Background: an optimization exercise with open tools, aiming at small area. Do not read the settings as production practice.
At most, simulation tests tie the RTL to the original design; equivalence was not proved.
The RTL of runs 6 and 7 was laid out without a check of its function.
Power and IR drop assume default switching activity.

===== design.v =====
module stage23_encode_module (
    clk , rst_n ,
    original_data_1 , original_data_2 , original_data_3 ,
    message_en_in ,
    message_en_out ,
    packet_head_data_out ,
    length_fast_1_out , length_fast_2_out , length_fast_3_out ,
    message_fast_1_out , message_fast_2_out , message_fast_3_out ,
    packet_ETX_data_out
    );
    input          clk , rst_n , message_en_in ;
    input  [263:0] original_data_1 , original_data_2 , original_data_3 ;
    output         message_en_out ;
    output [119:0] packet_head_data_out ;
    output [7:0]   length_fast_1_out , length_fast_2_out , length_fast_3_out ;
    output [343:0] message_fast_1_out , message_fast_2_out , message_fast_3_out ;
    output [7:0]   packet_ETX_data_out ;
    reg         en1 ;
    reg [263:0] s1_d1 , s1_d2 , s1_d3 ;
    always @( posedge clk ) begin
        en1   <= rst_n & message_en_in ;
        s1_d1 <= original_data_1 ;
        s1_d2 <= original_data_2 ;
        s1_d3 <= original_data_3 ;
    end
    reg  [7:0]  dict_pid , dict_mc , dict_mt ;
    wire [23:0] eh1 , eh2 , eh3 ;
    wire        v1 , v2 , v3 ;
    hdr_eff #( .SLOT3 ( 0 ) ) he1 ( .d ( s1_d1 ) , .d2 ( s1_d2 ) , .eh ( eh1 ) , .valid ( v1 ) );
    hdr_eff #( .SLOT3 ( 0 ) ) he2 ( .d ( s1_d2 ) , .d2 ( s1_d2 ) , .eh ( eh2 ) , .valid ( v2 ) );
    hdr_eff #( .SLOT3 ( 1 ) ) he3 ( .d ( s1_d3 ) , .d2 ( s1_d2 ) , .eh ( eh3 ) , .valid ( v3 ) );
    wire [2:0] ne1 = { eh1[23:16] != dict_pid , eh1[15:8] != dict_mc , eh1[7:0] != dict_mt } ;
    wire [2:0] ne2 = { eh2[23:16] != dict_pid , eh2[15:8] != dict_mc , eh2[7:0] != dict_mt } ;
    wire [2:0] ne3 = { eh3[23:16] != dict_pid , eh3[15:8] != dict_mc , eh3[7:0] != dict_mt } ;
    always @( posedge clk ) begin
        if ( !rst_n )
            { dict_pid , dict_mc , dict_mt } <= 24'd0 ;
        else if ( en1 ) begin
            if ( v3 )
                { dict_pid , dict_mc , dict_mt } <= eh3 ;
            else if ( v2 )
                { dict_pid , dict_mc , dict_mt } <= eh2 ;
            else if ( v1 )
                { dict_pid , dict_mc , dict_mt } <= eh1 ;
        end
    end
    reg  [79:0] seq ;
    wire [9:0]  seq_all ;
    wire [10:0] seq_tg ;
    wire [79:0] seq_t ;
    assign seq_tg[0] = en1 ;
    genvar sg , si ;
    generate
        for ( sg = 0 ; sg < 10 ; sg = sg + 1 ) begin : gsq
            assign seq_all[sg]    = &seq[8 * sg + 7 : 8 * sg] ;
            assign seq_tg[sg + 1] = seq_tg[sg] & seq_all[sg] ;
            assign seq_t[8 * sg]  = seq_tg[sg] ;
            for ( si = 1 ; si < 8 ; si = si + 1 ) begin : gsb
                assign seq_t[8 * sg + si] = seq_t[8 * sg + si - 1] & seq[8 * sg + si - 1] ;
            end
        end
    endgenerate
    always @( posedge clk ) begin
        if ( !rst_n )
            seq <= { 80 { 1'b1 } } ;
        else
            seq <= seq ^ seq_t ;
    end
    reg         en2 ;
    reg [263:0] s2_d1 , s2_d2 , s2_d3 ;
    reg [2:0]   s2_ne1 , s2_ne2 , s2_ne3 ;
    reg [1:0]   s2_k1 , s2_k2 , s2_k3 ;       
    always @( posedge clk ) begin
        en2    <= rst_n & en1 ;
        s2_d1  <= s1_d1 ;
        s2_d2  <= s1_d2 ;
        s2_d3  <= s1_d3 ;
        s2_ne1 <= ne1 ;
        s2_ne2 <= ne2 ;
        s2_ne3 <= ne3 ;
        s2_k1  <= { 1'b0 , ne1[2] } + { 1'b0 , ne1[1] } + { 1'b0 , ne1[0] } ;
        s2_k2  <= { 1'b0 , ne2[2] } + { 1'b0 , ne2[1] } + { 1'b0 , ne2[0] } ;
        s2_k3  <= { 1'b0 , ne3[2] } + { 1'b0 , ne3[1] } + { 1'b0 , ne3[0] } ;
    end
    fast_slot #( .QUIRK ( 1 ) ) fs1 ( .d ( s2_d1 ) , .qd ( s2_d1 ) , .ne ( s2_ne1 ) , .k ( s2_k1 ) ,
                                      .msg ( message_fast_1_out ) , .len ( length_fast_1_out ) );
    fast_slot #( .QUIRK ( 0 ) ) fs2 ( .d ( s2_d2 ) , .qd ( s2_d2 ) , .ne ( s2_ne2 ) , .k ( s2_k2 ) ,
                                      .msg ( message_fast_2_out ) , .len ( length_fast_2_out ) );
    fast_slot #( .QUIRK ( 0 ) ) fs3 ( .d ( s2_d3 ) , .qd ( s2_d2 ) , .ne ( s2_ne3 ) , .k ( s2_k3 ) ,
                                      .msg ( message_fast_3_out ) , .len ( length_fast_3_out ) );
    wire [1:0] msg_count = { 1'b0 , s2_d1[255:248] != 8'd0 } +
                           { 1'b0 , s2_d2[255:248] != 8'd0 } +
                           { 1'b0 , s2_d3[255:248] != 8'd0 } ;
    assign message_en_out       = en2 ;
    assign packet_head_data_out = { 8'hAA , 8'h0F , seq , 16'h0000 , 6'b000000 , msg_count } ;
    assign packet_ETX_data_out  = 8'h55 ;
endmodule
module hdr_eff #( parameter SLOT3 = 0 ) ( d , d2 , eh , valid );
    input  [263:0] d , d2 ;
    output [23:0]  eh ;
    output         valid ;
    wire [7:0] c = d[255:248] ;
    wire [7:0] t = d[247:240] ;
    wire is_d = ( c == 8'h64 ) ;
    wire is_q = ( c == 8'h71 ) ;
    wire is_n = ( c == 8'h4e ) ;
    wire n_ok = ( t == 8'h4c ) | ( t == 8'h4d ) | ( t == 8'h4e ) | ( t == 8'h52 ) | ( t == 8'h53 ) ;
    assign valid = ( c == 8'h61 ) | is_d | ( c == 8'h6b ) | is_q | is_n ;
    wire zero = is_d | ( is_n & !n_ok ) ;
    wire [23:0] h = ( SLOT3 && is_q ) ? d2[263:240] : d[263:240] ;
    assign eh = zero ? 24'd0 : h ;
endmodule
module fast_slot #( parameter QUIRK = 0 ) ( d , qd , ne , k , msg , len );
    input  [263:0] d , qd ;
    input  [2:0]   ne ;
    input  [1:0]   k ;
    output [343:0] msg ;
    output [7:0]   len ;
    wire [7:0] P = d[263:256] ;
    wire [7:0] C = d[255:248] ;
    wire [7:0] T = d[247:240] ;
    wire is_a = ( C == 8'h61 ) ;
    wire is_d = ( C == 8'h64 ) ;
    wire is_k = ( C == 8'h6b ) ;
    wire is_q = ( C == 8'h71 ) ;
    wire is_n = ( C == 8'h4e ) ;
    wire n_lr = is_n & ( ( T == 8'h4c ) | ( T == 8'h52 ) ) ;
    wire n_m  = is_n & ( T == 8'h4d ) ;
    wire n_ns = is_n & ( ( T == 8'h4e ) | ( T == 8'h53 ) ) ;
    wire fam  = is_a | is_k | n_lr | n_m | n_ns ;    
    wire nonq = fam | is_d ;
    wire [5:0] base = is_a ? 6'd28 : is_k ? 6'd32 : ( is_d | is_q ) ? 6'd19 :
                      n_lr ? 6'd2 : n_m ? 6'd6 : n_ns ? 6'd10 : 6'd0 ;
    assign len = { 2'b00 , base } + { 6'd0 , ( nonq | is_q ) ? k : 2'd0 } ;
    wire [7:0] g2 = ne[0] ? T : ne[1] ? C : P ;
    wire [7:0] g1 = ( ne[0] & ne[1] ) ? C : P ;
    wire [7:0] g0 = P ;
    wire [135:0] dbody = { d[262:240] , 8'h00 , d[239:231] , d[222:200] , 8'h00 , d[199:135] } ;
    wire [7:0] y [0:37] ;
    genvar mi ;
    generate
        for ( mi = 0 ; mi <= 34 ; mi = mi + 1 ) begin : gy
            localparam integer m = mi - 2 ;
            wire [7:0] fv , dv , qv ;
            wire       fs , ds , qs ;
            if ( m < 0 ) begin : neg
                assign fv = 8'h00 ; assign fs = 1'b0 ;
            end else if ( m < 3 ) begin : hdr
                assign fv = ( m == 0 ) ? g0 : ( m == 1 ) ? g1 : g2 ;
                assign fs = fam ;
            end else begin : body
                assign fv = d[239 - 8 * ( m - 3 ) -: 8] ;
                assign fs = fam & ( base >= m ) ;
            end
            if ( m >= 3 && m <= 19 ) begin : dd
                assign dv = dbody[135 - 8 * ( m - 3 ) -: 8] ;
                assign ds = is_d ;
            end else begin : nd
                assign dv = 8'h00 ; assign ds = 1'b0 ;
            end
            if ( m <= 8 ) begin : qq
                assign qv = qd[239 - 8 * ( m + 8 ) -: 8] ;
                assign qs = ( m < 0 ) ? 1'b1 : is_q ;
            end else begin : nq
                assign qv = 8'h00 ; assign qs = 1'b0 ;
            end
            assign y[mi] = ( { 8 { fs } } & fv ) | ( { 8 { ds } } & dv ) | ( { 8 { qs } } & qv ) ;
        end
    endgenerate
    assign y[35] = 8'h00 ;
    assign y[36] = 8'h00 ;
    assign y[37] = 8'h00 ;
    wire [7:0] z [0:37] ;    
    genvar j ;
    generate
        for ( j = 0 ; j <= 37 ; j = j + 1 ) begin : gz
            if ( j == 0 ) begin : z0
                assign z[j] = k[0] ? 8'h00 : y[j] ;
            end else begin : zn
                assign z[j] = k[0] ? y[j - 1] : y[j] ;
            end
        end
    endgenerate
    wire [7:0] o [0:34] ;
    generate
        for ( j = 0 ; j <= 34 ; j = j + 1 ) begin : go
            wire [7:0] sh = k[1] ? z[j + 1] : z[j + 3] ;
            if ( j == 0 ) begin : pm0
                assign o[j] = is_q ? sh : { nonq , ~ne[2] & nonq , ~ne[1] & nonq , ~ne[0] & nonq , 4'b0000 } ;
            end else if ( j == 1 ) begin : pm1
                assign o[j] = is_q ? sh : 8'h00 ;
            end else begin : rest
                assign o[j] = sh ;
            end
        end
    endgenerate
    wire [343:0] norm ;
    generate
        for ( j = 0 ; j <= 34 ; j = j + 1 ) begin : gm
            assign norm[343 - 8 * j -: 8] = o[j] ;
        end
    endgenerate
    assign norm[63:0] = 64'd0 ;
    wire quirk = ( QUIRK != 0 ) & n_lr & ( ne == 3'b011 ) ;
    assign msg = quirk ? { 7'b0 , C , T , 321'b0 } : norm ;
endmodule

===== flow/run.sh =====
#!/bin/bash
# Own layout flow: the standard flow, except that
#  - synthesis maps with an area-oriented ABC script (same Yosys passes and registers otherwise),
#  - the port buffers are the smallest buffer cell.
set -euo pipefail
W=$(pwd)
F=$W/flow

# ORFS's synth.tcl with the ABC call replaced
sed -e 's|log_cmd abc {\*}\$abc_args|log_cmd abc -script $::env(OWN_ABC_SCRIPT) {*}$lib_args {*}$lib_dont_use_args|' \
    "$FLOW_HOME/scripts/synth.tcl" > "$W/own_synth.tcl"
grep -q 'OWN_ABC_SCRIPT' "$W/own_synth.tcl"
export OWN_SYNTH_TCL=$W/own_synth.tcl
export OWN_ABC_SCRIPT=$F/abc_area.script

bash standard.sh SYNTH_SCRIPT="$F/synth_wrap.tcl" synth > "$W/own_synth.log" 2>&1
bash standard.sh BUFFER_PORTS_ARGS="-buffer_cell sky130_fd_sc_hd__buf_1" finish > "$W/own_layout.log" 2>&1
test -s out/final.def

===== flow/abc_area.script =====
strash
dc2
dch -f
amap

===== flow/synth_wrap.tcl =====
proc synth {args} { yosys synth -nofsm -noshare {*}$args }
source $::env(OWN_SYNTH_TCL)
# left out here: clear keep_hierarchy, flatten, clean up, hide names made inside functions, write 1_2_yosys.v

===== standard.sh =====
#!/bin/bash
# synth_recipe.tcl (not shown) runs the flow's synth.tcl, then flattens the netlist and writes it again
# the make line also repeats each setting of config.mk as NAME=value (left out here)
make -C /OpenROAD-flow-scripts/flow DESIGN_CONFIG=/design/flow/config.mk WORK_HOME=/design/flow/orfs CLKGATE_MAP_FILE= SYNTH_SCRIPT=/design/flow/synth_recipe.tcl "${@:-finish}"

===== config.mk =====
export PLATFORM = sky130hd
export DESIGN_NAME = stage23_encode_module
export DESIGN_NICKNAME = stage23_encode_module
export VERILOG_FILES = /design/flow/design.v
export SDC_FILE = /design/flow/constraint.sdc
export NUM_CORES = 8
export LEC_CHECK = 0
export CAP_MARGIN = 20
export CORE_AREA = 5 5 715 715
export CTS_BUF_LIST = sky130_fd_sc_hd__clkbuf_16
export CTS_CLUSTER_DIAMETER = 100
export CTS_CLUSTER_SIZE = 20
export DIE_AREA = 0 0 720 720
export PLACE_DENSITY = 0.3
export SLEW_MARGIN = 20

===== constraint.sdc =====
create_clock -name core_clock -period 7.0 [get_ports {clk}]
set_input_delay 1.4000 -clock core_clock [delete_from_list [all_inputs] [get_ports {clk}]]
set_output_delay 1.4000 -clock core_clock [all_outputs]
set_load 0.01 [all_outputs]

==> results of run 1 <==
## stage by stage
step / hold slack (ps) / cells / util (%) / instance area, um2 / setup TNS [ps]
after global placement: 310 / 14268 / 15.1 / 75600 / 0
after floorplan: 310 / 5965 / - / 60400 / -1699640
after CTS: 292 / 14493 / 16.0 / 80300 / 0
final: 285 / 14578 / 16.0 / 80500 / 0
after global routing: 291 / 14534 / 16.0 / 80400 / 0
after detailed placement: 312 / 14272 / 15.1 / 75700 / 0
## registers in the layout (all words and copies together), names as in the netlist, 3 cells and up
name,cells
s2_d1,264
dict_mc,8
s2_d2,264
dict_pid,8
s2_ne1,3
seq,80
s1_d1,264
s2_ne3,3
s1_d2,264
s2_ne2,3
s1_d3,264
s2_d3,264
dict_mt,8
## final cells by class
type,count,area share [%]
sequential,1705,42.4
multi-input combinational,3680,28.9
timing repair buffer,1871,10.7
tap,6681,10.4
clock buffer,147,4.57
inverter,336,1.63
clock inverter,74,1.13
antenna,84,0.261
## routing by layer
layer	vias up	track usage, %	wire length [um]
met5	-	0	191
met4	30	7.22	24900
met2	3237	35.2	267000
li1	25890	-	-
met1	29907	18.8	175000
met3	882	3.05	27100
## power by group
group	internal (uW)	switching (uW)	total, uW
clock	4150	4440	8590
sequential	10200	562	10800
combinational	356	712	1070
total	14800	5710	20500
## cells in the final DEF, fill, tap and decap left out, drive strengths merged, types with 115 or more instances in the layout
cell type | Yosys | routed
clkinv | 336 | 357
nor2 | 270 | 270
dfxtp | 1705 | 1705
conb | 2 | 244
o22a | 385 | 385
buf | 244 | 1871
nor2b | 159 | 159
o21ai | 115 | 115
clkbuf | 0 | 147
nand2 | 324 | 324
o22ai | 1250 | 1250
a21oi | 134 | 134
a22oi | 225 | 225
## final timing paths
path,end,slack [ps]
max,message_fast_2_out[312],150
min,s2_d2[182],290
max reg2reg,seq[78],2340
min reg2reg,s2_d2[182],290
## logic make-up after synthesis
group	after synthesis	share of synthesized area (%)
buf+inv	580	5.21
compound gates	2374	27.8
fa+ha+maj	83	1.84
flops	1705	57.5
simple gates	979	7.70
other cells	2	0.0126
## repair_timing
action,4_1_cts,5_1_grt
setup endpoints to repair,3,6
hold buffers,0,0
resized for setup,3,2
pin swaps,0,1
buffers inserted,0,1
==> results.cfg, run 1 <==
[power_and_ir_drop]
peakVddDrop_v = 0.000155
total_power_uw = 20500
leakage_uw = 0.0262
power.density_mw_per_mm2 = 254

[floorplan]
initial_utilization_pct = 11.8
io-pin-count = 1980
die-area_mm2 = 0.518
row_count = 260
die_h_um = 720
die_x_um = 720
core-area_mm2 = 0.502

[route]
drc = 0
drtPass1Iterations = 7
vias_per_cell = 4.11
wl_per_cell_um = 33.9
detail-route-antenna-nets = 0
drt-total-wl_um = 494000
vias = 59946
drt_iter0_drc = 5670

[synthesis]
ys_top_cells_by_area = dfxtp_1 (57%), o22ai_1 (13%), o22a_1 (5.7%)
yosysTopAreaCell = dfxtp_1
synth_seq_area_share_pct = 57.5
synth.top_cells.by_count = dfxtp_1 (1705), o22ai_1 (1250), o22a_1 (385), clkinv_1 (336), nand2_1 (324)
synth_edf_count = 0
syn-instance-count = 5723
syn_avg_cell_area_um2 = 10.4
synth_top_area_share_pct = 57.5
yosysWarnings = 3
ys_ff_latch = 1705
yosys_most_used_dff = dfxtp_1
ys_types = 50
yosysMostFrequentCell = dfxtp_1
netlist_area_mm2 = 0.0594
synthArstFlopShare_pct = 0

[critical_path]
crit_buf_inv = 2
critPathKind = flop to primary output
r2r_start = en1
crit_chain = nand2b_1, or3_1, nor3_1, a31oi_1, a31oi_1, nor2_2, clkinv_1, a21oi_1, nand2_2, a222oi_1, o22a_1, o22ai_1, buf_1
max_stage_delay_ps = 1180
crit_top_cell = a31oi_1
reg2regPathDepth = 19
cp.depth = 13
critPathRequiredTime_ps = 5600
crit_start = s2_d2[247]
worst-path-max-fanout = 22
start_kind = flop
crit_family = compound AO/OA/AOI/OAI gates
slowest_stage = a222oi_1
crit_path_end_kind = primary output
crit_arrival_ps = 5450

[layout]
drive_above_1_share_pct = 6.53
final-seq-area_mm2 = 0.0342
finalNetCount = 8616
multi_input_area_mm2 = 0.0233
area_growth_pct = 35.6
fill_cells = 57073

[job]
drv_cap = 0

[hold_path]
min_path_cells = 0
hold_class = flop to flop
min_from = s1_d2[182]

[clock_tree]
cts-root-buf = clkbuf_16
cts_max_level = 4
worstSkewPairLatency_ps = 890
cts.sinks = 1705
path_clk_slew_ps = 80
cts_buffer_depth = 4
cts_tree = done
numCtsBuffers = 144

[placement]
gp_congestion = 0.928
place_ws_ps = 885
dpl.hpwl_um = 412000
port_buffers = 1735

[sta]
worst_pin_slew_ps = 1180
fin_ws_ps = 154
finalCritPeriodShare_pct = 97.8
period_minus_slack_ps = 6850
slew_headroom_pct = 20.5
rsz0062_at_grt = no
finalHoldViolCount = 0
finalClockSkew_ps = 74.9
finalMaxSlewViolations = 0
max_freq_mhz = 146
setup_viol = 0

[global_routing]
grt.total_usage_pct = 18.0
antenna_found_initial = 278
grt_max_degree = 149
grt-ovfl-total = 0
grt_pass1_wl_um = 624000
grt_pass1_vias = 59364

[outcome]
run_status = finished clean
==> run 2: changes to the inputs <==
--- a/config.mk
+++ b/config.mk
@@ -7,9 +7,8 @@
 export LEC_CHECK = 0
 export CAP_MARGIN = 20
-export CORE_AREA = 5 5 715 715
+export CORE_AREA = 5 5 1095 255
 export CTS_BUF_LIST = sky130_fd_sc_hd__clkbuf_16
 export CTS_CLUSTER_DIAMETER = 100
 export CTS_CLUSTER_SIZE = 20
-export DIE_AREA = 0 0 720 720
-export PLACE_DENSITY = 0.3
+export DIE_AREA = 0 0 1100 260
 export SLEW_MARGIN = 20
==> run 2 against run 1 <==
  * Still clean on timing, DRC and antenna
  * Hold slack better by 6.1 ps
  * First-iteration DRC count rose by 91%
  * Sequential share of layout area rose by 4.2 points
  * Clock power down 29%
  * Sequential power about the same
  * Cell count fell by 22%
  * Critical path depth shrank 2
  * Global-route usage grew 8.1 points
  * Largest cell class unchanged
  * Largest power group unchanged
==> results.cfg, run 2 <==
[critical_path]
critPathRequiredTime_ps = 5600
reg2regPathDepth = 19
crit_path_end_kind = primary output
start_kind = flop
rrSetupSlack_ps = 1720
worst-path-max-fanout = 145
crit_start = s2_d3[255]
critPathKind = flop to primary output
r2r_end = seq[78]
crit_path_end = message_fast_3_out[116]
crit_arrival_ps = 5310
r2r_start = en1

[synthesis]
synth_compound_gate_area_share_pct = 27.8
synth_edf_count = 0
yosys_most_used_dff = dfxtp_1
ys_top_cells_by_area = dfxtp_1 (57%), o22ai_1 (13%), o22a_1 (5.7%)
yosysMostFrequentCell = dfxtp_1
yosys-mux-area-fraction_pct = 0
synth.top_cells.by_count = dfxtp_1 (1705), o22ai_1 (1250), o22a_1 (385), clkinv_1 (336), nand2_1 (324)
yosysTopAreaCell = dfxtp_1
ys_types = 50
ys_ff_latch = 1705
yosysWarnings = 3
synth-simple-area-share_pct = 7.70
synth_fa_ha_area_share_pct = 1.84
synth_xor_area_share_pct = 0
synthArstFlopShare_pct = 0
synth_top_family_by_area = compound AO/OA/AOI/OAI gates
netlist_area_mm2 = 0.0594
syn_avg_cell_area_um2 = 10.4
synth_seq_area_share_pct = 57.5
syn-instance-count = 5723
synth_top_area_share_pct = 57.5

[floorplan]
row_count = 91
die_h_um = 260
die_x_um = 1100
core-area_mm2 = 0.270
initial_utilization_pct = 22.0
die-area_mm2 = 0.286
io-pin-count = 1980

[power_and_ir_drop]
p_seq_share_pct = 60.5
p_sw_uw = 4760
leakage_uw = 0.0244
swShare_pct = 26.6
clkPwrFrac_pct = 34.0
peakVddDrop_v = 0.000194
intPower_uw = 13100
power.density_mw_per_mm2 = 244
pwr-share-comb_pct = 5.5

[route]
drc = 0
detail-route-antenna-nets = 0
drtPass1Iterations = 10
vias = 61201
drt_iter0_drc = 10847
vias_per_cell = 5.38
wl_per_cell_um = 35.4
drt-total-wl_um = 402000

[global_routing]
grt_pass1_wl_um = 509000
grt-ovfl-total = 0
grt_pass1_vias = 53820
grt_max_degree = 240
antenna_found_initial = 184
grt.total_usage_pct = 26.1

[layout]
fin_util_pct = 27.2
layout_commonest_cell = buf_1
area_growth_pct = 23.4
final_cell_count_no_fill = 11366
drive_above_1_share_pct = 2.99
fill_cells = 29251
final_cell_mix = buf_1 (1733), dfxtp_1 (1700), o22ai_1 (1250)
finalNetCount = 8505

[clock_tree]
worstSkewPairLatency_ps = 800
ctsHoldBuffers = 0
cts-resized-gates = 0
postCtsSetupBuffers = 0
cts_max_level = 3
path_clk_slew_ps = 100
numCtsBuffers = 95
cts.sinks = 1705
cts_buffer_depth = 3
cts-root-buf = clkbuf_16
cts_tree = done

[sta]
setup_viol = 0
period_minus_slack_ps = 6710
worst_pin_slew_ps = 1170
finalClockSkew_ps = 53.3
tns_ps = 0
rsz0062_at_grt = no
finalCritPeriodShare_pct = 95.9
max_freq_mhz = 149
finalMaxSlewViolations = 0
slew_headroom_pct = 21.9
finalHoldViolCount = 0

[placement]
gp_congestion = 1.10
dp_cells = 11157
dpl.hpwl_um = 330000
port_buffers = 1735

[job]
drv_cap = 0

[hold_path]
hold_class = flop to flop

[outcome]
run_status = finished clean
[run 2: cell counts after synthesis]
No cell type changed its count.
[run 2: final cells by class]
class	instances	area, um2	area share [%]
timing repair buffer	1809	7200	9.82
multi-input combinational	3680	23200	31.7
clock buffer	95	2380	3.24
clock inverter	12	248	0.338
inverter	336	1310	1.79
antenna	102	255	0.348
tap	3627	4540	6.19
sequential	1705	34200	46.6
[run 2: critical path: stages (launching register included)]
cell      delay, ps
dfxtp_1         360
clkinv_1         80
nand3_1         120
or2_0           390
nor4_4          300
clkinv_1        750
o21ai_4         360
buf_12          500
nand2_1         350
o22a_1          380
o22ai_1         170
buf_1           450
[run 2: power groups by stage]
stage | clock, uW | sequential [uW] | combinational, uW
final | 6070 | 10800 | 985
after global routing | 6530 | 10800 | 1070
after CTS | 6180 | 10800 | 963
after detailed placement | 0 | 11000 | 956
after global placement | 0 | 11000 | 951
after floorplan | 0 | 10700 | 560
[run 2: logic make-up after synthesis]
group / count (synthesis)
buf+inv: 580
simple gates: 979
fa+ha+maj: 83
compound gates: 2374
flops: 1705
other cells: 2
[run 2: worst min-delay path by stage]
stage / startpoint / endpoint / slack, ps / cells after the start
5_1_grt: s1_d2[168] / s2_d2[168] / 300 / 0
3_3_place_gp: s1_d3[112] / s2_d3[112] / 310 / 0
4_1_cts: s1_d2[168] / s2_d2[168] / 290 / 0
6_report: s1_d2[168] / s2_d2[168] / 290 / 0
3_5_place_dp: s1_d2[193] / s2_d2[193] / 310 / 0
2_1_floorplan: s1_d1[0] / s2_d1[0] / 310 / 0
[run 2: metal layers]
metal / track usage, % / wire (um)
met1: 34.9 / 169000
met2: 37.1 / 164000
met3: 12.2 / 51900
met4: 8.37 / 16400
met5: 0.700 / 833
[run 2: metrics by stage]
step | power [uW] | instance area, um2 | hold WS [ps] | worst slack (ps)
3_5_place_dp | 11900 | 70400 | 312 | 1320
3_3_place_gp | 11900 | 70400 | 310 | 1420
6_report | 17900 | 73300 | 291 | 288
4_1_cts | 17900 | 73000 | 295 | 430
2_1_floorplan | 11200 | 60400 | 310 | -2600
5_1_grt | 18400 | 73100 | 300 | 212
==> run 3: changes to the inputs <==
--- a/config.mk
+++ b/config.mk
@@ -12,3 +12,4 @@
 export CTS_CLUSTER_SIZE = 20
 export DIE_AREA = 0 0 1100 260
+export PLACE_DENSITY = 0.35
 export SLEW_MARGIN = 20
==> run 3 against run 2 <==
  * Still clean
  * Non-clock buffer count grew 12
  * Worst setup slack lost 44 ps
  * Utilization is essentially flat
  * Sequential cell count is the same
  * Via count shrank 6.4%
  * Hold slack gained 4.5 ps
  * Area after synthesis is the same
  * Power shrank 0.57%
  * Critical endpoint is now message_fast_1_out[136]
  * Largest power group unchanged
==> results.cfg, run 3 <==
[synthesis]
yosysWarnings = 3
ys_types = 50
netlist_area_mm2 = 0.0594
ys_ff_latch = 1705
syn-instance-count = 5723
synth.top_cells.by_count = dfxtp_1 (1705), o22ai_1 (1250), o22a_1 (385), clkinv_1 (336), nand2_1 (324)
synth_seq_area_share_pct = 57.5
synth_top_area_share_pct = 57.5
yosys_most_used_dff = dfxtp_1
synth_edf_count = 0
yosysTopAreaCell = dfxtp_1
ys_top_cells_by_area = dfxtp_1 (57%), o22ai_1 (13%), o22a_1 (5.7%)
yosysMostFrequentCell = dfxtp_1
synthArstFlopShare_pct = 0
syn_avg_cell_area_um2 = 10.4

[clock_tree]
cts_buffer_depth = 3
cts.sinks = 1705
cts_tree = done
cts_max_level = 3
worstSkewPairLatency_ps = 790
cts-root-buf = clkbuf_16
path_clk_slew_ps = 100
ctsHoldBuffers = 0
postCtsSetupBuffers = 0
cts-resized-gates = 0
numCtsBuffers = 95

[outcome]
run_status = finished clean

[layout]
area_growth_pct = 23.4
finalNetCount = 8517
final-seq-area_mm2 = 0.0342
finalInstanceArea_mm2 = 0.0733
layout_commonest_cell = buf_1
drive_above_1_share_pct = 3.23
fill_cells = 29360
final_cell_mix = buf_1 (1733), dfxtp_1 (1700), o22ai_1 (1250)
multi_input_area_mm2 = 0.0232

[critical_path]
crit_top_cell = buf_4
crit_chain = nand2b_1, nand2b_1, or2_0, nor3_2, buf_4, nor2_4, buf_4, buf_4, nor2b_1, o22ai_1, o22ai_1, buf_1
crit_buf_inv = 4
crit_path_end_kind = primary output
start_kind = flop
critPathKind = flop to primary output
critPathRequiredTime_ps = 5600
slowest_stage = buf_4
crit_arrival_ps = 5360
crit_family = buffers and inverters
max_stage_delay_ps = 780
rrSetupSlack_ps = 1870
worst-path-max-fanout = 77

[power_and_ir_drop]
pwr-share-comb_pct = 5.4
leakage_uw = 0.0244
p_seq_share_pct = 59.8
p_sw_uw = 4630
peakVddDrop_v = 0.000164
intPower_uw = 13100
total_power_uw = 17700
swShare_pct = 26.1
clkPwrFrac_pct = 34.8
power.density_mw_per_mm2 = 242

[route]
topRoutingLayerUsed = met5
detail-route-antenna-nets = 0
drt-total-wl_um = 348000
drc = 0
wl_met2_um = 173000
drt_iter0_drc = 6320
drtPass1Iterations = 8
wl_per_cell_um = 30.7
wl_met3_um = 20300
vias = 57280
met1Wirelength_um = 144000
vias_per_cell = 5.06

[sta]
finalMaxSlewViolations = 0
worst_pin_slew_ps = 1220
max_freq_mhz = 148
setup_viol = 0
finalClockSkew_ps = 44.9
rsz0062_at_grt = no
period_minus_slack_ps = 6760
slew_headroom_pct = 18.6
finalCritPeriodShare_pct = 96.5
finalHoldViolCount = 0
hold_ws_ps = 296

[global_routing]
grt_pass1_vias = 54292
antenna_found_initial = 99
grt_max_degree = 230
grt-ovfl-total = 0
grt_pass1_wl_um = 461000
grt.total_usage_pct = 22.6

[placement]
dpl.hpwl_um = 272000
gp_congestion = 0.920
port_buffers = 1735
dpl_cell_area_mm2 = 0.0706

[floorplan]
die_h_um = 260
row_count = 91
die_x_um = 1100
io-pin-count = 1980
initial_utilization_pct = 22.0
die-area_mm2 = 0.286
core-area_mm2 = 0.270

[job]
drv_cap = 0

[hold_path]
hold_class = flop to flop
[run 3: cell counts after synthesis]
Identical to the previous run, type by type.
[run 3: stage by stage]
step           setup slack, ps  TNS (ps)  utilization (%)  std cells
4_1_cts                    271         0             27.1      11276
2_1_floorplan            -2600  -1699640                -       5965
6_report                   244         0             27.2      11318
5_1_grt                   72.8         0             27.1      11305
3_5_place_dp              1150         0             26.2      11169
3_3_place_gp              1210         0             26.2      11168
[run 3: cell type report]
cell class	count	share of cell area, %
repair buffers	1821	10.1
multi-input cells	3680	31.7
diodes	42	0.143
clock buffers	97	3.31
clock inverters	10	0.190
inverters	336	1.79
well taps	3627	6.19
flip-flops and latches	1705	46.6
[run 3: power groups by stage]
stage               clock, uW  sequential (uW)  combinational, uW
floorplan                   0            10700                560
global placement            0            10800                948
detailed placement          0            10800                948
CTS                      6340            10600                954
global route             6740            10700               1060
finish                   6170            10600                957
[run 3: cell families after synthesis]
| family | synth area share, % |
|---|---|
| compound gates | 27.8 |
| flops | 57.5 |
| simple gates | 7.70 |
| buf+inv | 5.21 |
| fa+ha+maj | 1.84 |
| other cells | 0.0126 |
[run 3: path summary, 6_finish.rpt]
| path | startpoint | to | cells past startpoint |
|---|---|---|---|
| worst min-delay path | s1_d3[163] | s2_d3[163] | 0 |
| worst min register to register | s1_d3[163] | s2_d3[163] | 0 |
| worst max-delay path | s2_d1[255] | message_fast_1_out[136] | 12 |
| worst max register to register | s1_d3[248] | dict_mc[6] | 12 |
[run 3: routing by layer]
metal,vias up,track usage [%]
li1,25608,-
met1,28713,29.0
met2,2487,39.9
met3,460,3.44
met4,12,5.93
met5,-,0
==> run 4: changes to the inputs <==
--- a/config.mk
+++ b/config.mk
@@ -9,7 +9,6 @@
 export CORE_AREA = 5 5 1095 255
 export CTS_BUF_LIST = sky130_fd_sc_hd__clkbuf_16
-export CTS_CLUSTER_DIAMETER = 100
+export CTS_CLUSTER_DIAMETER = 60
 export CTS_CLUSTER_SIZE = 20
 export DIE_AREA = 0 0 1100 260
-export PLACE_DENSITY = 0.35
 export SLEW_MARGIN = 20
==> run 4 against run 3 <==
  * Sequential share of layout area down 0.12 points
  * Utilization up 0.067 points
  * Wire length up 16%
  * Register-to-register slack worse by 110 ps
  * Worst setup slack better by 18 ps
  * Clock power about the same
  * Non-clock buffer count down 12
  * Global-route usage up 3.5 points
  * Die area unchanged
  * Critical path type unchanged
==> results.cfg, run 4 <==
[clock_tree]
path_clk_slew_ps = 100
cts.sinks = 1705
cts_max_level = 3
cts-resized-gates = 0
cts_buffer_depth = 3
cts-root-buf = clkbuf_16
numCtsBuffers = 98
cts_tree = done
ctsHoldBuffers = 0
postCtsSetupBuffers = 0
worstSkewPairLatency_ps = 790

[sta]
setup_viol = 0
finalHoldViolCount = 0
fin_ws_ps = 263
finalCritPeriodShare_pct = 96.2
finalMaxSlewViolations = 0
max_freq_mhz = 148
slew_headroom_pct = 23.8
hold_ws_ps = 292
rsz0062_at_grt = no
finalClockSkew_ps = 50.7
period_minus_slack_ps = 6740
worst_pin_slew_ps = 1140

[synthesis]
yosysWarnings = 3
ys_types = 50
synthArstFlopShare_pct = 0
synth_edf_count = 0
synth_top_area_share_pct = 57.5
synth_top_family_by_area = compound AO/OA/AOI/OAI gates
syn-instance-count = 5723
netlist_area_mm2 = 0.0594
synth_xor_area_share_pct = 0
synth_fa_ha_area_share_pct = 1.84
yosys_most_used_dff = dfxtp_1
synth.top_cells.by_count = dfxtp_1 (1705), o22ai_1 (1250), o22a_1 (385), clkinv_1 (336), nand2_1 (324)
ys_top_cells_by_area = dfxtp_1 (57%), o22ai_1 (13%), o22a_1 (5.7%)
ys_ff_latch = 1705
yosysTopAreaCell = dfxtp_1
yosys-mux-area-fraction_pct = 0
synth_seq_area_share_pct = 57.5
syn_avg_cell_area_um2 = 10.4
synth-simple-area-share_pct = 7.70
yosysMostFrequentCell = dfxtp_1
synth_compound_gate_area_share_pct = 27.8

[critical_path]
critPathRequiredTime_ps = 5600
start_kind = flop
max_stage_delay_ps = 750
worst-path-max-fanout = 145
crit_chain = clkinv_1, nand3_1, or2_0, nor4_4, clkinv_1, o21ai_4, buf_12, nand2_1, o22a_1, o22ai_1, buf_1
crit_arrival_ps = 5340
crit_family = buffers and inverters
crit_top_cell = clkinv_1
critPathKind = flop to primary output
crit_path_end_kind = primary output
crit_buf_inv = 4
slowest_stage = clkinv_1

[floorplan]
die_x_um = 1100
core-area_mm2 = 0.270
io-pin-count = 1980
die_h_um = 260
row_count = 91
die-area_mm2 = 0.286
initial_utilization_pct = 22.0

[global_routing]
grt_max_degree = 240
grt_pass1_wl_um = 509000
grt.total_usage_pct = 26.1
antenna_found_initial = 182
grt_pass1_vias = 53846
grt-ovfl-total = 0

[route]
wl_per_cell_um = 35.3
vias_per_cell = 5.36
drt-total-wl_um = 402000
drt_iter0_drc = 10626
detail-route-antenna-nets = 0
vias = 61050
drc = 0
drtPass1Iterations = 13

[layout]
final-seq-area_mm2 = 0.0342
final_cell_count_no_fill = 11382
final_cell_mix = buf_1 (1733), dfxtp_1 (1700), o22ai_1 (1250)
finalNetCount = 8508
fill_cells = 29240
area_growth_pct = 23.7
multi_input_area_mm2 = 0.0232
layout_commonest_cell = buf_1
drive_above_1_share_pct = 3.09
fin_util_pct = 27.2

[placement]
gp_congestion = 1.10
port_buffers = 1735
dp_cells = 11157
dpl.hpwl_um = 330000
place_ws_ps = 1320

[job]
drv_cap = 0

[power_and_ir_drop]
total_power_uw = 18000
leakage_uw = 0.0244
power.density_mw_per_mm2 = 245
peakVddDrop_v = 0.000223

[hold_path]
hold_class = flop to flop

[outcome]
run_status = finished clean
## run 4: kinds of logic (layout without fill, tap and decap cells)
group           count (synthesis)  after routing
compound gates               2374           2374
flops                        1705           1705
simple gates                  979            979
buf+inv                       580           2263
fa+ha+maj                      83             83
other cells                     2            351
## run 4: per-layer routing
| metal | GRT usage [%] | wire (um) | part of all wire [%] |
|---|---|---|---|
| met5 | 1.42 | 694 | 0.17 |
| met3 | 12.6 | 52700 | 13 |
| met1 | 34.5 | 168000 | 42 |
| met2 | 37.2 | 164000 | 41 |
| met4 | 8.16 | 16200 | 4.0 |
## run 4: final timing paths
kind               from                       to  slack [ps]  cells past startpoint
max          s2_d3[255]  message_fast_3_out[116]         260                     11
min          s1_d2[134]               s2_d2[134]         290                      0
max reg2reg         en1                  seq[78]        1760                     19
min reg2reg  s1_d2[134]               s2_d2[134]         290                      0
## run 4: per-stage QoR
step / TNS (ps) / area, um2
final: 0 / 73400
after global routing: 0 / 73300
after CTS: 0 / 73200
after detailed placement: 0 / 70400
after global placement: 0 / 70400
after floorplan: -1699640 / 60400
## run 4: power by group
group          internal, uW  total [uW]  switching [uW]
combinational           340         987             647
clock                  2610        6200            3600
sequential            10200       10800             556
## run 4: layout make-up
class	instances	share of cell area, %
flip-flops and latches	1705	46.5
multi-input cells	3680	31.6
repair buffers	1809	9.80
well taps	3627	6.18
clock buffers	98	3.34
inverters	336	1.78
clock inverters	20	0.424
diodes	107	0.365
==> run 5: changes to the inputs <==
--- a/config.mk
+++ b/config.mk
@@ -7,8 +7,8 @@
 export LEC_CHECK = 0
 export CAP_MARGIN = 20
-export CORE_AREA = 5 5 1095 255
+export CORE_AREA = 5 5 1395 195
 export CTS_BUF_LIST = sky130_fd_sc_hd__clkbuf_16
-export CTS_CLUSTER_DIAMETER = 60
+export CTS_CLUSTER_DIAMETER = 100
 export CTS_CLUSTER_SIZE = 20
-export DIE_AREA = 0 0 1100 260
+export DIE_AREA = 0 0 1400 200
 export SLEW_MARGIN = 20
==> run 5 against run 4 <==
  * First-iteration DRC count is 10% lower
  * Sequential share of layout area is 0.059 points higher
  * Synthesized cell count stayed put
  * Via count is 2.2% lower
  * Clock skew is 61 ps higher
  * Critical endpoint is now message_fast_1_out[242]
  * Largest cell class unchanged
==> results.cfg, run 5 <==
[sta]
rsz0062_at_grt = no
tns_ps = 0
finalClockSkew_ps = 111
setup_viol = 0
finalHoldViolCount = 0
period_minus_slack_ps = 6820
finalMaxSlewViolations = 0
finalCritPeriodShare_pct = 97.4
slew_headroom_pct = 18.1
worst_pin_slew_ps = 1230
max_freq_mhz = 147

[floorplan]
row_count = 69
die_x_um = 1400
io-pin-count = 1980
core-area_mm2 = 0.261
initial_utilization_pct = 22.8
die_h_um = 200
die-area_mm2 = 0.280

[synthesis]
synth_fa_ha_area_share_pct = 1.84
yosysWarnings = 3
yosys-mux-area-fraction_pct = 0
netlist_area_mm2 = 0.0594
ys_ff_latch = 1705
yosysTopAreaCell = dfxtp_1
synth_top_area_share_pct = 57.5
synth-simple-area-share_pct = 7.70
synth_compound_gate_area_share_pct = 27.8
yosysMostFrequentCell = dfxtp_1
syn_avg_cell_area_um2 = 10.4
synth_seq_area_share_pct = 57.5
ys_types = 50
synth.top_cells.by_count = dfxtp_1 (1705), o22ai_1 (1250), o22a_1 (385), clkinv_1 (336), nand2_1 (324)
ys_top_cells_by_area = dfxtp_1 (57%), o22ai_1 (13%), o22a_1 (5.7%)
synthArstFlopShare_pct = 0
synth_top_family_by_area = compound AO/OA/AOI/OAI gates
syn-instance-count = 5723
synth_edf_count = 0
synth_xor_area_share_pct = 0
yosys_most_used_dff = dfxtp_1

[route]
vias_per_cell = 5.29
drt_iter0_drc = 9519
wl_per_cell_um = 30.6
drtPass1Iterations = 10
detail-route-antenna-nets = 0
drc = 0
drt-total-wl_um = 345000
vias = 59689

[clock_tree]
cts_max_level = 3
numCtsBuffers = 99
cts_buffer_depth = 4
cts.sinks = 1705
cts-root-buf = clkbuf_16
postCtsSetupBuffers = 0
ctsHoldBuffers = 0
worstSkewPairLatency_ps = 900
cts_tree = done
path_clk_slew_ps = 100

[power_and_ir_drop]
peakVddDrop_v = 0.000227
clkPwrFrac_pct = 34.3
pwr-share-comb_pct = 5.5
swShare_pct = 26.2
p_seq_share_pct = 60.2
leakage_uw = 0.0245
intPower_uw = 13200
total_power_uw = 17800
power.density_mw_per_mm2 = 243
p_sw_uw = 4680

[layout]
fill_cells = 28066
fin_util_pct = 28.1
drive_above_1_share_pct = 3.33
area_growth_pct = 23.5
layout_commonest_cell = buf_1
final_cell_count_no_fill = 11282
final_cell_mix = buf_1 (1722), dfxtp_1 (1700), o22ai_1 (1250)
finalNetCount = 8519

[global_routing]
grt.total_usage_pct = 22.8
grt_max_degree = 215
grt_pass1_wl_um = 448000
antenna_found_initial = 85
grt_pass1_vias = 52307
grt-ovfl-total = 0

[critical_path]
start_kind = flop
crit_top_cell = clkinv_1
crit_chain = clkinv_1, nor2_2, clkinv_1, nor3_1, clkinvlp_4, nand2_4, buf_12, o22ai_1, buf_1
max_stage_delay_ps = 600
worst-path-max-fanout = 130
crit_path_end_kind = primary output
critPathRequiredTime_ps = 5600
slowest_stage = clkinvlp_4
crit_arrival_ps = 5420
critPathKind = flop to primary output

[placement]
gp_congestion = 1.04
port_buffers = 1735
dp_cells = 11089
dpl.hpwl_um = 276000

[job]
drv_cap = 0

[hold_path]
hold_class = flop to flop

[outcome]
run_status = finished clean
-- run 5: critical path: cells and delay by family, from the launching register on --
family | cells | cell delay, ps
AOI/OAI and AO/OA | 1 | 330
buffers and inverters | 5 | 2140
and+or+nand+nor | 3 | 1360
DFF | 1 | 580
-- run 5: what timing repair did --
item	in CTS	in global routing
endpoints found under the setup margin	163	232
resized for setup	1	3
pin swaps	0	1
hold endpoints to repair	0	0
gates cloned	0	1
-- run 5: through the flow --
stage	setup WS, ps	cell area, um2	hold slack, ps
floorplan	-2600	60400	310
global placement	712	70500	309
detailed placement	805	70500	312
CTS	95.0	73100	272
global route	32.5	73200	274
finish	182	73300	252
-- run 5: kinds of logic after synthesis --
logic type / count (synthesis)
fa+ha+maj: 83
other cells: 2
flops: 1705
compound gates: 2374
buf+inv: 580
simple gates: 979
-- run 5: per-layer routing --
layer	track usage [%]	vias up	wire (um)
met5	1.44	-	535
met4	6.94	34	12900
met3	10.4	690	46600
met2	32.0	4109	140000
met1	31.0	29195	146000
li1	-	25661	-
-- run 5: cell type report --
type                       count  area (um2)  share of cell area [%]
multi-input combinational   3681       23300                    31.7
timing repair buffer        1818        7380                    10.1
clock buffer                 100        2500                    3.41
inverter                     336        1320                    1.80
antenna                       85         213                   0.290
clock inverter                 7        86.3                   0.118
sequential                  1705       34200                    46.6
tap                         3550        4440                    6.06
-- run 5: power groups by stage --
stage | sequential, uW | combinational [uW] | clock, uW
finish | 10700 | 988 | 6110
global placement | 10900 | 948 | 0
floorplan | 10700 | 560 | 0
global route | 10800 | 1070 | 6560
CTS | 10700 | 958 | 6150
detailed placement | 10900 | 949 | 0
-- run 5: final timing paths --
| kind | slack, ps | cells past startpoint | endpoint | start |
|---|---|---|---|---|
| setup / recovery | 180 | 9 | message_fast_1_out[242] | s2_ne1[0] |
| hold / removal | 250 | 0 | s2_d1[135] | s1_d1[135] |
| setup reg to reg | 1610 | 19 | seq[78] | en1 |
| hold reg to reg | 250 | 0 | s2_d1[135] | s1_d1[135] |
==> run 6: changes to the inputs <==
--- a/design.v
+++ b/design.v
@@ -142,28 +142,18 @@
         for ( mi = 0 ; mi <= 34 ; mi = mi + 1 ) begin : gy
             localparam integer m = mi - 2 ;
-            wire [7:0] fv , dv , qv ;
-            wire       fs , ds , qs ;
-            if ( m < 0 ) begin : neg
-                assign fv = 8'h00 ; assign fs = 1'b0 ;
-            end else if ( m < 3 ) begin : hdr
-                assign fv = ( m == 0 ) ? g0 : ( m == 1 ) ? g1 : g2 ;
-                assign fs = fam ;
-            end else begin : body
-                assign fv = d[239 - 8 * ( m - 3 ) -: 8] ;
-                assign fs = fam & ( base >= m ) ;
-            end
-            if ( m >= 3 && m <= 19 ) begin : dd
-                assign dv = dbody[135 - 8 * ( m - 3 ) -: 8] ;
-                assign ds = is_d ;
-            end else begin : nd
-                assign dv = 8'h00 ; assign ds = 1'b0 ;
-            end
-            if ( m <= 8 ) begin : qq
-                assign qv = qd[239 - 8 * ( m + 8 ) -: 8] ;
-                assign qs = ( m < 0 ) ? 1'b1 : is_q ;
-            end else begin : nq
-                assign qv = 8'h00 ; assign qs = 1'b0 ;
-            end
-            assign y[mi] = ( { 8 { fs } } & fv ) | ( { 8 { ds } } & dv ) | ( { 8 { qs } } & qv ) ;
+            wire [7:0] fv = ( m == 0 ) ? g0 : ( m == 1 ) ? g1 : ( m == 2 ) ? g2 :
+                            ( m >= 3 ) ? d[239 - 8 * ( m - 3 ) -: 8] : 8'h00 ;
+            wire [7:0] dv = ( m >= 3 && m <= 19 ) ? dbody[135 - 8 * ( m - 3 ) -: 8] : 8'h00 ;
+            wire [7:0] qv = ( m <= 8 ) ? qd[239 - 8 * ( m + 8 ) -: 8] : 8'h00 ;
+            if ( m < 0 ) begin : yq
+                assign y[mi] = qv ;
+            end else if ( m <= 8 ) begin : yqdf
+                wire fsel = ~is_q & ~is_d ;
+                assign y[mi] = ( { 8 { is_q } } & qv ) | ( { 8 { is_d } } & dv ) | ( { 8 { fsel } } & fv ) ;
+            end else if ( m <= 19 ) begin : ydf
+                assign y[mi] = is_d ? dv : fv ;
+            end else begin : yf
+                assign y[mi] = fv ;
+            end
         end
     endgenerate
@@ -171,5 +161,5 @@
     assign y[36] = 8'h00 ;
     assign y[37] = 8'h00 ;
-    wire [7:0] z [0:37] ;    
+    wire [7:0] z [0:37] ;
     genvar j ;
     generate
@@ -182,10 +172,15 @@
         end
     endgenerate
+    wire quirk = ( QUIRK != 0 ) & n_lr & ( ne == 3'b011 ) ;
+    wire pm    = nonq & ~quirk ;
+    wire [5:0] lim = quirk ? 6'd0 : is_q ? { 4'd0 , k } + 6'd8 : len[5:0] ;
     wire [7:0] o [0:34] ;
     generate
         for ( j = 0 ; j <= 34 ; j = j + 1 ) begin : go
-            wire [7:0] sh = k[1] ? z[j + 1] : z[j + 3] ;
+            wire       gj = ( lim > j ) ;
+            wire       sa = gj & k[1] , sb = gj & ~k[1] ;
+            wire [7:0] sh = ( { 8 { sa } } & z[j + 1] ) | ( { 8 { sb } } & z[j + 3] ) ;
             if ( j == 0 ) begin : pm0
-                assign o[j] = is_q ? sh : { nonq , ~ne[2] & nonq , ~ne[1] & nonq , ~ne[0] & nonq , 4'b0000 } ;
+                assign o[j] = is_q ? sh : { pm , ~ne[2] & pm , ~ne[1] & pm , ~ne[0] & pm , 4'b0000 } ;
             end else if ( j == 1 ) begin : pm1
                 assign o[j] = is_q ? sh : 8'h00 ;
@@ -202,5 +197,4 @@
     endgenerate
     assign norm[63:0] = 64'd0 ;
-    wire quirk = ( QUIRK != 0 ) & n_lr & ( ne == 3'b011 ) ;
-    assign msg = quirk ? { 7'b0 , C , T , 321'b0 } : norm ;
+    assign msg = norm | { 7'b0 , { 16 { quirk } } & { C , T } , 321'b0 } ;
 endmodule
==> flow/run.sh (replaced) <==
#!/bin/bash
# Own layout flow: the standard flow (standard.sh), except that
#  - synthesis maps with an area-oriented ABC script and without ORFS's adder
#    extraction (same Yosys passes, registers and names otherwise),
#  - the port buffers are the smallest buffer cell,
#  - clock tree synthesis uses no dummy loads.
set -euo pipefail
W=$(pwd)
F=$W/flow

# ORFS's synth.tcl with the ABC call replaced
sed -e 's|log_cmd abc {\*}\$abc_args|log_cmd abc -script $::env(OWN_ABC_SCRIPT) {*}$lib_args {*}$lib_dont_use_args|' \
    "$FLOW_HOME/scripts/synth.tcl" > "$W/own_synth.tcl"
grep -q 'OWN_ABC_SCRIPT' "$W/own_synth.tcl"
export OWN_SYNTH_TCL=$W/own_synth.tcl
export OWN_ABC_SCRIPT=$F/abc_area.script

bash standard.sh SYNTH_SCRIPT="$F/synth_wrap.tcl" ADDER_MAP_FILE= SYNTH_INSBUF=0 synth > "$W/own_synth.log" 2>&1

CTS="-sink_clustering_enable -repair_clock_nets -sink_clustering_size 20 -sink_clustering_max_diameter 60"
CTS="$CTS -buf_list sky130_fd_sc_hd__clkbuf_16 -dont_use_dummy_load"
bash standard.sh BUFFER_PORTS_ARGS="-buffer_cell sky130_fd_sc_hd__buf_1" CTS_ARGS="$CTS" finish > "$W/own_layout.log" 2>&1
test -s out/final.def
==> config.mk (replaced) <==
export PLATFORM = sky130hd
export DESIGN_NAME = stage23_encode_module
export DESIGN_NICKNAME = stage23_encode_module
export VERILOG_FILES = /design/flow/design.v
export SDC_FILE = /design/flow/constraint.sdc
export NUM_CORES = 8
export LEC_CHECK = 0
export CAP_MARGIN = 30
export CORE_AREA = 5 5 1095 255
export DIE_AREA = 0 0 1100 260
export SLEW_MARGIN = 30
==> run 6 against run 5 <==
  * Now fails the layout checks on setup timing
  * Design area grew 0.90%
  * Register-to-register slack lost 1600 ps
  * Sequential cell count is the same
  * Wire length grew 17%
  * Clock skew shrank 41 ps
  * Global-route usage grew 3.4 points
  * Critical path depth grew 29
  * Die area grew 2.1%
==> results.cfg, run 6 <==
[synthesis]
syn-instance-count = 5564
synth.top_cells.by_count = o22ai_1 (1725), dfxtp_1 (1705), clkinv_1 (407), nor2_1 (406), o21ai_0 (277)
ys_top_cells_by_area = dfxtp_1 (61%), o22ai_1 (19%), clkinv_1 (2.7%)
synth_edf_count = 0
yosysWarnings = 3
yosysTopAreaCell = dfxtp_1
synthArstFlopShare_pct = 0
syn_avg_cell_area_um2 = 10.0
synth_top_area_share_pct = 61.1
yosys_most_used_dff = dfxtp_1
ys_ff_latch = 1705
synth_seq_area_share_pct = 61.1
netlist_area_mm2 = 0.0559
yosysMostFrequentCell = o22ai_1
ys_types = 50

[global_routing]
grt-ovfl-total = 0
grt_pass1_vias = 55193
grt_max_degree = 177
antenna_found_initial = 155
grt.total_usage_pct = 26.2
grt_pass1_wl_um = 513000

[layout]
area_growth_pct = 32.4
final_cell_mix = buf_1 (1728), dfxtp_1 (1701), o22ai_1 (1613)
drive_above_1_share_pct = 7.46
layout_commonest_cell = buf_1
finalNetCount = 8638
finalInstanceArea_mm2 = 0.0740

[hold_path]
min_to = s2_d1[166]
hold_class = flop to flop
min_from = s1_d1[166]
min_path_cells = 0

[clock_tree]
cts_max_level = 3
worstSkewPairLatency_ps = 780
path_clk_slew_ps = 90
numCtsBuffers = 101
ctsHoldBuffers = 0
cts-root-buf = clkbuf_16
cts_tree = done
cts_buffer_depth = 3
cts.sinks = 1705

[floorplan]
core-area_mm2 = 0.270
die_h_um = 260
row_count = 91
die-area_mm2 = 0.286
io-pin-count = 1980
die_x_um = 1100
initial_utilization_pct = 20.7

[critical_path]
rrSetupSlack_ps = -30
critPathRequiredTime_ps = 7660
start_kind = flop
crit_path_end_kind = flop
crit_top_cell = and3_4
worst-path-max-fanout = 4
max_stage_delay_ps = 360
r2r_start = en1
critPathKind = flop to flop
crit_arrival_ps = 7690
r2r_end = seq[79]
reg2regPathDepth = 38
slowest_stage = dfxtp_2

[sta]
setup_viol = 3
slew_headroom_pct = 25.1
fin_ws_ps = -34.6
finalMaxSlewViolations = 0
rsz0062_at_grt = yes
max_freq_mhz = 142
period_minus_slack_ps = 7030
finalHoldViolCount = 0
worst_pin_slew_ps = 1120
finalCritPeriodShare_pct = 100
finalClockSkew_ps = 70.7

[route]
drtPass1Iterations = 14
detail-route-antenna-nets = 0
drt-total-wl_um = 402000
vias = 61947
wl_per_cell_um = 34.8
vias_per_cell = 5.36
drt_iter0_drc = 10208
drc = 0

[power_and_ir_drop]
total_power_uw = 18300
leakage_uw = 0.0263
power.density_mw_per_mm2 = 248
peakVddDrop_v = 0.000222

[outcome]
violations = setup timing
run_status = finished with violations

[placement]
port_buffers = 1735
dpl_cell_area_mm2 = 0.0709
gp_congestion = 1.04
dpl.hpwl_um = 331000

[job]
drv_cap = 0
## run 6: changes by cell type in the layout (fill, tap and decap cells not counted), moves of 38 or more
cell,delta
a22oi_1,-166
buf_4,+112
clkinv_1,+71
ha_1,-74
nand2_1,-128
nor2_1,+117
nor2b_1,-129
o21ai_0,+141
o22a_1,-286
o22ai_1,+363
o22ai_2,+74
o22ai_4,+38
or2_0,-64
## run 6: what timing repair did
item                                    4_1_cts  5_1_grt
setup buffers                                10       14
cloned                                        0        1
pin swaps                                     5        5
resized for setup                            33       22
endpoints found under the setup margin       11       51
## run 6: final cells by class
| type | count | area, um2 |
|---|---|---|
| fillers | 29261 | 196000 |
| flip-flops and latches | 1705 | 34100 |
| multi-input cells | 3695 | 22900 |
| repair buffers | 1933 | 8130 |
| well taps | 3627 | 4540 |
| clock buffers | 101 | 2530 |
| inverters | 407 | 1580 |
| diodes | 83 | 208 |
## run 6: how the worst max path moves through the flow
stage	from	endpoint	slack, ps	cells past startpoint
2_1_floorplan	s2_k2[0]	message_fast_2_out[304]	-5040	11
5_1_grt	en1	seq[79]	-350	38
4_1_cts	en1	seq[79]	-2	38
3_3_place_gp	en1	seq[79]	-330	38
3_5_place_dp	en1	seq[79]	-420	38
6_report	en1	seq[79]	-30	38
## run 6: cells by family (layout without fill, tap and decap cells)
logic type / Yosys count / in the layout / synth area share [%]
AO/OA/AOI/OAI: 2515 / 2515 / 28.6
flip-flops: 1705 / 1705 / 61.1
AND/OR/NAND/NOR: 932 / 933 / 7.50
buffers and inverters: 407 / 2441 / 2.73
XOR/XNOR: 3 / 3 / 0.0470
other: 2 / 327 / 0.0134
## run 6: critical path: cells and delay by family (launching register included)
kind / cells / cell delay, ps
and+or+nand+nor: 35 / 6280
DFF: 1 / 360
AOI/OAI and AO/OA: 1 / 70
buffers and inverters: 2 / 240
## run 6: metal layers
metal / vias to the layer above / GRT usage [%] / wire length [um] / share of wire (%)
met4: 54 / 10.5 / 19500 / 4.9
met1: 30605 / 34.5 / 165000 / 41
li1: 26082 / - / - / -
met3: 922 / 8.64 / 44300 / 11
met2: 4284 / 39.4 / 173000 / 43
met5: - / 0 / 364 / 0.090
## run 6: through the flow
stage	cells	hold WS [ps]	util [%]	worst slack (ps)	setup TNS [ps]
3_5_place_dp	11341	312	26.3	-425	-2220
6_report	11551	299	27.4	-34.6	-71.7
2_1_floorplan	5806	310	-	-5040	-2535110
3_3_place_gp	11340	310	26.3	-334	-1380
4_1_cts	11452	279	27.3	-2.47	-2.47
5_1_grt	11491	281	27.4	-354	-2220
## run 6: power by group
group	internal (uW)	switching (uW)	total, uW	leakage (uW)
logic	506	1110	1620	0.0107
registers	10200	535	10800	0.0143
clock network	2560	3400	5950	0.00125
==> run 7: changes to the inputs <==
--- a/config.mk
+++ b/config.mk
@@ -6,6 +6,6 @@
 export NUM_CORES = 8
 export LEC_CHECK = 0
-export CAP_MARGIN = 30
-export CORE_AREA = 5 5 1095 255
-export DIE_AREA = 0 0 1100 260
-export SLEW_MARGIN = 30
+export CAP_MARGIN = 20
+export CORE_AREA = 5 5 945 415
+export DIE_AREA = 0 0 950 420
+export SLEW_MARGIN = 20
==> run 7 against run 6 <==
  * Non-clock buffer count up 19
  * Still fails the layout checks on setup timing
  * Critical path type unchanged
  * Largest power group unchanged
  * Highest routed layer unchanged
  * Largest cell class unchanged
  * Global-route usage fell by 0.60 points
  * Area after synthesis stayed put
  * Via count up 4.3%
==> results.cfg, run 7 <==
[outcome]
run_status = finished with violations
violations = setup timing

[floorplan]
io-pin-count = 1980
row_count = 150
core-area_mm2 = 0.383
initial_utilization_pct = 14.6
die_h_um = 420
die-area_mm2 = 0.399
die_x_um = 950

[synthesis]
yosysWarnings = 3
synth_edf_count = 0
yosysTopAreaCell = dfxtp_1
netlist_area_mm2 = 0.0559
syn_avg_cell_area_um2 = 10.0
synth-simple-area-share_pct = 7.50
yosys-mux-area-fraction_pct = 0
synth.top_cells.by_count = o22ai_1 (1725), dfxtp_1 (1705), clkinv_1 (407), nor2_1 (406), o21ai_0 (277)
syn-instance-count = 5564
synth_xor_area_share_pct = 0.0470
yosysMostFrequentCell = o22ai_1
synth_top_area_share_pct = 61.1
synth_seq_area_share_pct = 61.1
ys_types = 50
synth_top_family_by_area = compound AO/OA/AOI/OAI gates
synth_compound_gate_area_share_pct = 28.6
ys_ff_latch = 1705
synth_fa_ha_area_share_pct = 0
yosys_most_used_dff = dfxtp_1
ys_top_cells_by_area = dfxtp_1 (61%), o22ai_1 (19%), clkinv_1 (2.7%)
synthArstFlopShare_pct = 0

[sta]
rsz0062_at_grt = yes
slew_headroom_pct = 10.2
finalHoldViolCount = 0
finalClockSkew_ps = 109
period_minus_slack_ps = 7070
worst_pin_slew_ps = 1350
max_freq_mhz = 141
fin_ws_ps = -71.3
finalCritPeriodShare_pct = 101
finalMaxSlewViolations = 0
hold_ws_ps = 261
setup_viol = 4
tns_ps = -213

[global_routing]
grt.total_usage_pct = 25.6
grt_pass1_wl_um = 664000
grt_max_degree = 168
grt-ovfl-total = 0
antenna_found_initial = 215
grt_pass1_vias = 59070

[critical_path]
max_stage_delay_ps = 360
crit_path_end_kind = flop
critPathRequiredTime_ps = 7710
rrSetupSlack_ps = -70
critPathKind = flop to flop
reg2regPathDepth = 38
crit_top_cell = and3_4
crit_arrival_ps = 7780
worst-path-max-fanout = 4
start_kind = flop
r2r_start = en1
r2r_end = seq[79]
slowest_stage = dfxtp_2

[route]
vias = 64597
drc = 0
wl_per_cell_um = 41.3
detail-route-antenna-nets = 0
vias_per_cell = 4.92
drtPass1Iterations = 9
drt-total-wl_um = 542000
drt_iter0_drc = 9915

[clock_tree]
ctsHoldBuffers = 0
path_clk_slew_ps = 90
cts_buffer_depth = 4
cts_max_level = 4
cts_tree = done
worstSkewPairLatency_ps = 920
numCtsBuffers = 144
cts-root-buf = clkbuf_16
cts.sinks = 1705

[layout]
area_growth_pct = 38.9
finalNetCount = 8699
final_cell_mix = buf_1 (1705), dfxtp_1 (1699), o22ai_1 (1606)
layout_commonest_cell = buf_1
fin_util_pct = 20.2
drive_above_1_share_pct = 8.83

[placement]
place_ws_ps = -652
dpl.hpwl_um = 458000
port_buffers = 1735
gp_congestion = 1.05

[job]
drv_cap = 0

[hold_path]
min_to = s2_d2[113]
min_path_cells = 0
hold_class = flop to flop
min_from = s1_d2[113]

[power_and_ir_drop]
peakVddDrop_v = 0.000181
leakage_uw = 0.0271
power.density_mw_per_mm2 = 261
run 7: cell counts after synthesis:
No cell type changed its count.
run 7: kinds of logic (layout without fill, tap and decap cells):
kind of cell	count (synthesis)	in the layout
compound gates	2515	2515
flops	1705	1705
simple gates	932	932
buf+inv	407	2503
xor+xnor	3	3
other cells	2	309
run 7: metal layers:
layer | global-route usage (%) | share of wire, % | wire length (um)
met1 | 33.8 | 42 | 228000
met3 | 8.00 | 9.8 | 53200
met2 | 37.7 | 42 | 229000
met4 | 12.2 | 5.8 | 31600
met5 | 0 | 0.10 | 555
run 7: final cells by class:
type	count	area, um2
fillers	42807	306000
flip-flops and latches	1705	34100
multi-input cells	3694	23000
repair buffers	1952	8630
well taps	5168	6470
clock buffers	144	3600
inverters	407	1610
diodes	65	163
run 7: where the power goes:
part,internal [uW],switching [uW]
clock,3630,3820
sequential,10200,680
combinational,511,1360
run 7: repair_timing:
item / 4_1_cts / 5_1_grt
gates resized for setup: 59 / 35
setup buffers: 14 / 11
setup endpoints to repair: 80 / 131
pin swaps: 11 / 6
run 7: worst max-delay path: cells and delay by family, from the launching register on:
family          cells  cell delay, ps
simple gates       35            6230
buf+inv             2             230
flops               1             360
compound gates      1              70
run 7: worst max path at each step:
stage / startpoint / endpoint / slack (ps) / depth (start not counted)
2_1_floorplan: s2_k2[0] / message_fast_2_out[304] / -5040 / 11
3_3_place_gp: en1 / seq[79] / -770 / 38
3_5_place_dp: en1 / seq[79] / -650 / 38
4_1_cts: s2_d3[247] / message_fast_3_out[100] / 2 / 21
5_1_grt: seq[0] / seq[79] / -320 / 37
6_report: en1 / seq[79] / -70 / 38
run 7: stage by stage:
step / instance area (um2) / instances / power (uW)
6_report: 77600 / 13135 / 20200
3_5_place_dp: 73300 / 12901 / 12800
3_3_place_gp: 73300 / 12900 / 12900
4_1_cts: 77300 / 13059 / 20300
2_1_floorplan: 58200 / 5806 / 11400
5_1_grt: 77500 / 13093 / 20900

-- port drivers added, routing unchanged --
The flow's constraints put no driver on any port. The routed layouts listed below were extracted and timed again, unchanged, in two steps. Step 1 assumes that a clkbuf_16 drives the clock port and a buf_2 every other input. Step 2, shift: input delay + t, output delay - t, t = (earliest + latest rising clock arrival at the registers) / 2. This alone moves slack from input paths to output paths. Slacks: ideal / step 1 / step 2; pairs: ideal / step 1.
run	t (ns)	setup slack, ns	worst setup path after step 2	worst slew at a driven data input, ns
run 1	0.932	0.154 / 0.058 / 0.990	register to output	0.40
run 2	0.873	0.288 / 0.180 / 1.054	register to output	0.60
run 3	0.863	0.244 / 0.153 / 1.016	register to output	0.22
run 4	0.868	0.263 / 0.155 / 1.023	register to output	0.61
run 5	0.946	0.182 / 0.072 / 1.019	register to output	0.50
run 6	0.834	-0.035 / -0.035 / -0.035	register to register	0.53
run 7	0.939	-0.071 / -0.071 / -0.071	register to register	0.47
